This is an optimization exercise on Yosys and OpenROAD, whose aim is small area and a short achievable clock period, not a production implementation.
Where RTL was checked, it was by simulation tests only, not by an equivalence proof against the original.
No activity file was given, so power comes from the tool's default toggle rates.

## b16_core
module b16_core(clk, nreset, run, addr, rd, wr, data, dataout,
                dr, dw, daddr, din, bp, dout);
   input         clk, nreset, run;
   output [15:0] addr;
   output        rd;
   output [1:0]  wr;
   input  [15:0] data;
   output [15:0] dataout;
   input         dr, dw;
   input  [2:0]  daddr;
   input  [15:0] din, bp;
   output [15:0] dout;
   cpu b16(.clk(clk), .run(run), .nreset(nreset),
           .addr(addr), .rd(rd), .wr(wr), .data(data),
           .dataout(dataout),
           .dr(dr), .dw(dw), .daddr(daddr), .din(din), .dout(dout),
           .bp(bp));
endmodule
==> flow/config.mk <==
export PLATFORM = sky130hd
export DESIGN_NAME = b16_core
export DESIGN_NICKNAME = b16_core
export VERILOG_FILES = /design/flow/design.v
export SDC_FILE = /design/flow/constraint.sdc
export NUM_CORES = 4
export LEC_CHECK = 0
export CAP_MARGIN = 20
export CELL_PAD_IN_SITES_DETAIL_PLACEMENT = 1
export CORE_MARGIN = 2
export CORE_UTILIZATION = 45
export SLEW_MARGIN = 20
export SYNTH_HIERARCHICAL = 1
==> flow/constraint.sdc <==
create_clock -name core_clock -period 14.0 [get_ports {clk}]
set_input_delay 2.8000 -clock core_clock [delete_from_list [all_inputs] [get_ports {clk}]]
set_output_delay 2.8000 -clock core_clock [all_outputs]
set_load 0.01 [all_outputs]
standard.sh (not shown) runs the stock make flow with config.mk's settings and CLKGATE_MAP_FILE= SYNTH_SCRIPT=/design/flow/synth_recipe.tcl, a recipe that flattens the netlist after the stock synthesis.
==> flow/flow/run.sh <==
#!/bin/bash
cp standard.sh standard_sh.txt
export SETUP_SLACK_MARGIN=7.6
export CTS_ARGS="-sink_clustering_enable -repair_clock_nets -dont_use_dummy_load -sink_clustering_size 22 -sink_clustering_max_diameter 105 -buf_list {sky130_fd_sc_hd__clkbuf_8 sky130_fd_sc_hd__clkbuf_16}"
export BUFFER_PORTS_ARGS="-buffer_cell sky130_fd_sc_hd__buf_1"
bash standard.sh > standard.log 2>&1
Change:
--- a/flow/design.v
+++ b/flow/design.v
@@ -123,18 +123,12 @@
    wire [2:0] t;
    aoi222 a0(.a1(d[0]), .a2(s[0]), .b1(d[1]), .b2(s[1]), .c1(d[2]), .c2(s[2]), .y(t[0]));
    aoi222 a1(.a1(d[3]), .a2(s[3]), .b1(d[4]), .b2(s[4]), .c1(d[5]), .c2(s[5]), .y(t[1]));
    assign t[2] = ~(d[6] & s[6] | d[7] & s[7]);
    assign y = ~(&t | en_n);
 endmodule
-module deceq(a, y);
-   parameter K = 0;
-   input [2:0] a;
-   output y;
-   assign y = (a == K);
-endmodule
 module lut4(t, n, l, y);
    input t, n;
    input [3:0] l;
    output y;
    assign y = t ? (n ? l[3] : l[2]) : (n ? l[1] : l[0]);
 endmodule
@@ -349,16 +343,13 @@
         2'b00: slot_n = 5'b00000;
         2'b01: slot_n = I_n[14:10];
         2'b10: slot_n = I_n[9:5];
         2'b11: slot_n = I_n[4:0];
       endcase
    wire dsel_n = ~dr | run;
-   wire [7:0] da;
-   generate for(b=0; b<8; b=b+1) begin : dsel
-      deceq #(b) d(.a(daddr), .y(da[b]));
-   end endgenerate
+   wire [7:0] da = 8'b1 << daddr;
    wire [l-1:0] st = { run, 4'h0, c, state, {4-sdep{1'b0}}, sp,
                   {4-rdep{1'b0}}, rp };
    generate for(b=0; b<l; b=b+1) begin : dbg_rd
       ao8g dm(.d({ I[b], R[b], T[b], P[b], st[b], bp[b], toR[b], N[b] }),
                 .s(da), .en_n(dsel_n), .y(dout[b]));
    end endgenerate
The new run finished with timing, DRC and antenna clean.
Clock power came out lower by about 6%.
First-iteration DRC count is about the same.
Critical path depth grows by 1.
Routed wire length drops by 3.6%.
Cell count is lower by 0.51%.
Via count is lower by about 0.9%.
Worst setup slack is better by 0.011 ns.
No functional check of the RTL was part of the first run of this note.


b16_core, a different RTL version from the one above (not shown whole).
For scale: roughly 2300 cells after synthesis, about 590 flip-flops, about 110 I/O pins, ~30000 um2 of cells after synthesis.
clock: 14.0 ns
lec_check: 0
cap_margin: 20
core_margin: 2
core_utilization: 40
slew_margin: 20
==> flow/flow/run.sh <==
#!/bin/bash
cp standard.sh standard_sh.txt
export SETUP_SLACK_MARGIN=7.2
bash standard.sh > standard.log 2>&1
==> next run, changes <==
--- a/flow/design.v
+++ b/flow/design.v
@@ -42,17 +42,24 @@
    reg [sdep-1:0] sp;
    reg [rdep-1:0] rp;
    reg [l-1:0] T, I, P, R;
    reg [1:0] state;
    reg c;
    wire s0 = (state == 2'b00);
    wire s1 = (state == 2'b01);
    wire s3 = (state == 2'b11);
-   reg [4:0] slot;
+   reg [4:0] slot;                       
+   always @(state or I)
+      case(state)
+        2'b00: slot = 5'b00000;
+        2'b01: slot = I[14:10];
+        2'b10: slot = I[9:5];
+        2'b11: slot = I[4:0];
+      endcase
    wire fcall = s0 & data[15];           
    wire op_exec = (slot == 5'b00001);
    wire op_call = fcall | op_exec;
    wire op_jmp  = (slot == 5'b00010);
    wire op_ret  = (slot == 5'b00011);
    wire op_cond = (slot[4:2] == 3'b001);
    wire op_com  = (slot == 5'b01001);
    wire op_mul  = (slot == 5'b01110);
@@ -193,24 +200,16 @@
    reg [rdep-1:0] rp_n;
    always @(*)
       if(sp_din) rp_n = din[rdep-1:0];
       else if(rp_dec) rp_n = rpdec;
       else if(rp_inc) rp_n = rpinc;
       else rp_n = rp;
    wire [1:0] state_n = run ? nextstate :
                         (dwa & (daddr == 3'h3)) ? din[9:8] : state;
-   reg [4:0] slot_n;
-   always @(state_n or I_n)
-      case(state_n)
-        2'b00: slot_n = 5'b00000;
-        2'b01: slot_n = I_n[14:10];
-        2'b10: slot_n = I_n[9:5];
-        2'b11: slot_n = I_n[4:0];
-      endcase
    wire dsel_en = dr & ~run;
    wire [7:0] da = { 7'b0, dsel_en } << daddr;
    assign dout = ({l{da[0]}} & N) | ({l{da[1]}} & toR) |
                  ({l{da[2]}} & bp) |
                  ({l{da[3]}} & { run, 4'h0, c, state,
                                  {4-sdep{1'b0}}, sp,
                                  {4-rdep{1'b0}}, rp }) |
                  ({l{da[4]}} & P) | ({l{da[5]}} & T) |
@@ -220,27 +219,25 @@
          state <= 2'b11;
          P <= rstaddr;
          T <= 16'h0000;
          I <= 16'h0000;
          R <= 16'h0000;
          c <= 1'b0;
          sp <= 0;
          rp <= 0;
-         slot <= 5'b00000;
       end else begin
          state <= state_n;
          P <= P_n;
          T <= T_n;
          I <= I_n;
          R <= R_n;
          c <= c_n;
          sp <= sp_n;
          rp <= rp_n;
-         slot <= slot_n;
       end
 endmodule  
 module b16_core(clk, nreset, run, addr, rd, wr, data, dataout,
                 dr, dw, daddr, din, bp, dout);
    input         clk, nreset, run;
    output [15:0] addr;
    output        rd;
    output [1:0]  wr;
- first-iteration DRC count grows by a quarter to a third
- routed wire length grows slightly
- worst setup slack gets better by 0.056 ns
- synthesized cell count fell slightly
- design area is higher slightly
- via count grows slightly
- utilization climbs by 1.4 points
- count of clock-buffer cells in the layout decreases by 6
- total power climbs slightly
- hold slack barely changes
- clock skew grows by 0.0040 ns
- non-clock buffer count is higher by 22
Function was not checked in any run of this note: the RTL went through the layout flow alone.


== rev 12 ==
b16_core, a different RTL version from the one above (not shown whole).
Size: about 590 flip-flops, about 110 I/O pins, about 0.026 mm^2 of cells after synthesis.
## b16_core
module b16_core(clk, nreset, run, addr, rd, wr, data, dataout,
                dr, dw, daddr, din, bp, dout);
Settings: LEC_CHECK=0, CAP_MARGIN=20, CELL_PAD_IN_SITES_DETAIL_PLACEMENT=1, CORE_MARGIN=2, CORE_UTILIZATION=45, SLEW_MARGIN=20, SYNTH_HIERARCHICAL=1; clock period 14.0 ns.
==> flow/flow/run.sh <==
#!/bin/bash
cp standard.sh standard_sh.txt
export SETUP_SLACK_MARGIN=7.6
export CTS_ARGS="-sink_clustering_enable -repair_clock_nets -dont_use_dummy_load -sink_clustering_size 22 -sink_clustering_max_diameter 105 -buf_list {sky130_fd_sc_hd__clkbuf_8 sky130_fd_sc_hd__clkbuf_16}"
export BUFFER_PORTS_ARGS="-buffer_cell sky130_fd_sc_hd__buf_1"
bash standard.sh > standard.log 2>&1
Rev 12 has completed all stages; timing, DRC and antenna checks passed.
For rev 13, these inputs were changed with respect to rev 12:
diff --git a/flow/design.v b/flow/design.v
--- a/flow/design.v
+++ b/flow/design.v
@@ -108,38 +108,37 @@
    assign t[2] = ~(d[6] & s[6]);
    assign t[3] = xn;
    assign y = ~&t;
 endmodule
 module ao3(d, s, y);
    input [2:0] d, s;
    output y;
    wire t;
    aoi222 a0(.a1(d[0]), .a2(s[0]), .b1(d[1]), .b2(s[1]), .c1(d[2]), .c2(s[2]), .y(t));
    assign y = ~t;
 endmodule
-module ao8n(d, s, y);
+module ao8g(d, s, en_n, y);
    input [7:0] d, s;
+   input en_n;
    output y;
-   wire [3:0] t;
-   assign t[0] = ~(d[0] & s[0] | d[1] & s[1]);
-   assign t[1] = ~(d[2] & s[2] | d[3] & s[3]);
-   assign t[2] = ~(d[4] & s[4] | d[5] & s[5]);
-   assign t[3] = ~(d[6] & s[6] | d[7] & s[7]);
-   assign y = ~&t;
+   wire [2:0] t;
+   aoi222 a0(.a1(d[0]), .a2(s[0]), .b1(d[1]), .b2(s[1]), .c1(d[2]), .c2(s[2]), .y(t[0]));
+   aoi222 a1(.a1(d[3]), .a2(s[3]), .b1(d[4]), .b2(s[4]), .c1(d[5]), .c2(s[5]), .y(t[1]));
+   assign t[2] = ~(d[6] & s[6] | d[7] & s[7]);
+   assign y = ~(&t | en_n);
 endmodule
-module deceq(a, en, y);
+module deceq(a, y);
    parameter K = 0;
    input [2:0] a;
-   input en;
    output y;
-   assign y = en & (a == K);
+   assign y = (a == K);
 endmodule
 module lut4(t, n, l, y);
    input t, n;
    input [3:0] l;
    output y;
    assign y = t ? (n ? l[3] : l[2]) : (n ? l[1] : l[0]);
 endmodule
 module cpu(clk, run, nreset, addr, rd, wr, data, dataout,
            dr, dw, daddr, din, dout, bp);
    parameter rstaddr=16'h3FFE, l=16, sdep=4, rdep=4;
    input clk, run, nreset;
@@ -175,26 +174,25 @@
    wire access  = (slot[4:3] == 2'b10);
    wire op_minc = access & ~slot[1];     
    wire op_ld   = access & slot[1];      
    wire op_lit  = access & slot[1] & slot[0];
    wire op_st   = access & ~slot[1] & ~slot[0];
    wire op_nip  = (slot == 5'b11000);
    wire op_drop = (slot == 5'b11001);
    wire op_over = (slot == 5'b11010);
    wire op_dup  = (slot == 5'b11011);
    wire op_tor  = (slot == 5'b11100);
    wire op_rfrom= (slot == 5'b11110);
-   wire bop = (slot[4:2] == 3'b101);    
    assign rd = s0 | (access & (slot[1:0] != 2'b00));
    assign wr = op_st ? { ~slot[2] | ~T[0], ~slot[2] | T[0] } : 2'b00;
-   wire addrsel = access & (slot[1:0] != 2'b11);
+   reg addrsel, bop;
    assign addr = addrsel ? T : P;
    wire bswap = bop ^ addr[0];
    wire [l-1:0] incaddr = addr + { bop ? 2'b01 : 2'b10 };
    wire [l-1:0] dataw = { bop ? 8'h00 : (bswap ? data[7:0] : data[15:8]),
                      bswap ? data[15:8] : data[7:0] };
    wire [l-1:0] N, toR;
    assign dataout = bswap ? { N[7:0], N[l-1:8] } : N;
    wire dbg = ~run;
    wire dw0 = dbg & dw & (daddr == 3'h0);
    wire dw1 = dbg & dw & (daddr == 3'h1);
    wire tos2n = ~rd | (slot[1:0] == 2'b11);
@@ -344,54 +342,60 @@
       else rp_n = rp;
    wire [1:0] state_n = run ? nextstate :
                         (dwa & (daddr == 3'h3)) ? din[9:8] : state;
    reg [4:0] slot_n;
    always @(state_n or I_n)
       case(state_n)
         2'b00: slot_n = 5'b00000;
         2'b01: slot_n = I_n[14:10];
         2'b10: slot_n = I_n[9:5];
         2'b11: slot_n = I_n[4:0];
       endcase
-   wire dren = dr & ~run;
+   wire addrsel_n = (slot_n[4:3] == 2'b10) & (slot_n[1:0] != 2'b11);
+   wire bop_n = (slot_n[4:2] == 3'b101);
+   wire dsel_n = ~dr | run;
    wire [7:0] da;
    generate for(b=0; b<8; b=b+1) begin : dsel
-      deceq #(b) d(.a(daddr), .en(dren), .y(da[b]));
+      deceq #(b) d(.a(daddr), .y(da[b]));
    end endgenerate
    wire [l-1:0] st = { run, 4'h0, c, state, {4-sdep{1'b0}}, sp,
                   {4-rdep{1'b0}}, rp };
    generate for(b=0; b<l; b=b+1) begin : dbg_rd
-      ao8n dm(.d({ I[b], R[b], T[b], P[b], st[b], bp[b], toR[b], N[b] }),
-                .s(da), .y(dout[b]));
+      ao8g dm(.d({ I[b], R[b], T[b], P[b], st[b], bp[b], toR[b], N[b] }),
+                .s(da), .en_n(dsel_n), .y(dout[b]));
    end endgenerate
    always @(posedge clk or negedge nreset)
       if(!nreset) begin
          state <= 2'b11;
          P <= rstaddr;
          T <= 16'h0000;
          I <= 16'h0000;
          R <= 16'h0000;
          c <= 1'b0;
          sp <= 0;
          rp <= 0;
          slot <= 5'b00000;
+         addrsel <= 1'b0;
+         bop <= 1'b0;
       end else begin
          state <= state_n;
          P <= P_n;
          T <= T_n;
          I <= I_n;
          R <= R_n;
          c <= c_n;
          sp <= sp_n;
          rp <= rp_n;
          slot <= slot_n;
+         addrsel <= addrsel_n;
+         bop <= bop_n;
       end
 endmodule  
 module b16_core(clk, nreset, run, addr, rd, wr, data, dataout,
                 dr, dw, daddr, din, bp, dout);
    input         clk, nreset, run;
    output [15:0] addr;
    output        rd;
    output [1:0]  wr;
    input  [15:0] data;
    output [15:0] dataout;
    input         dr, dw;
--- outcome ---
After synthesis and placement, the instance count of rev 13 is below that of rev 12.
Floorplan check, rev 13 vs rev 12: die outline smaller in rev 13
Worst-skew pair later-pin latency came out lower on rev 13 than on rev 12.
The final reports for rev 13 and rev 12 show wire length of the first global-routing pass lower in the former.
Compared with rev 12, area of all sequential standard cells in rev 13 increased slightly.
Largest net degree at the start of global routing, rev 13 and rev 12: smaller value in rev 12
Looking at number of well taps, rev 13 sits below rev 12.
Against rev 12, rev 13 reports a critical path depth that is lower.
Summary — minimum clock period after layout, rev 13 relative to rev 12: lower, by 0.28 ns.
Vias after detailed routing shrinks by a few percent when moving from rev 12 to rev 13.
In the final reports, the cell area of rev 13 is smaller than that of rev 12.
Re period utilization: rev 13 is 2.0 points down on rev 12.
Compared to rev 12, rev 13 shows a wider setup margin.
Function was not checked in any run of this note: the RTL went through the layout flow alone.

[static timing again, ports no longer ideal]
No port has a modelled driver above. Below, the same layouts with a new extraction and two added sets of constraints. Step 1 assumes that a clkbuf_16 drives the clock port and a buf_2 every other input. Step 2 adds t to the input delays and takes it off the output delays; t is the mean of the earliest and latest rising clock arrival at the registers after step 1. Input paths then give back, and output paths get back, about the clock's delay inside the block. Slacks: ideal ports / drivers / drivers and shift; pairs: ideal ports / drivers.
run	t, ns	slack for setup (ns)	clock arrival spread, ns	worst data-port slew with drivers (ns)	pins driven straight from the clock port
the first run of note 1	0.639	7.197 / 6.994 / 6.994	0.050 / 0.049	0.21	1
the second run of note 1	0.683	7.208 / 7.153 / 7.153	0.034 / 0.033	0.15	1
the first run of note 2	0.701	6.872 / 6.789 / 6.789	0.042 / 0.043	0.11	1
the second run of note 2	0.718	6.928 / 6.845 / 6.845	0.046 / 0.047	0.12	1
rev 12	0.680	6.854 / 6.793 / 6.793	0.050 / 0.050	0.13	1
rev 13	0.633	7.136 / 7.020 / 7.020	0.083 / 0.083	0.17	1
After both steps every run listed still meets setup and hold. For the first run of note 1, which loses most, drivers alone change the setup slack by -0.203 ns; drivers and shift together by -0.203 ns.
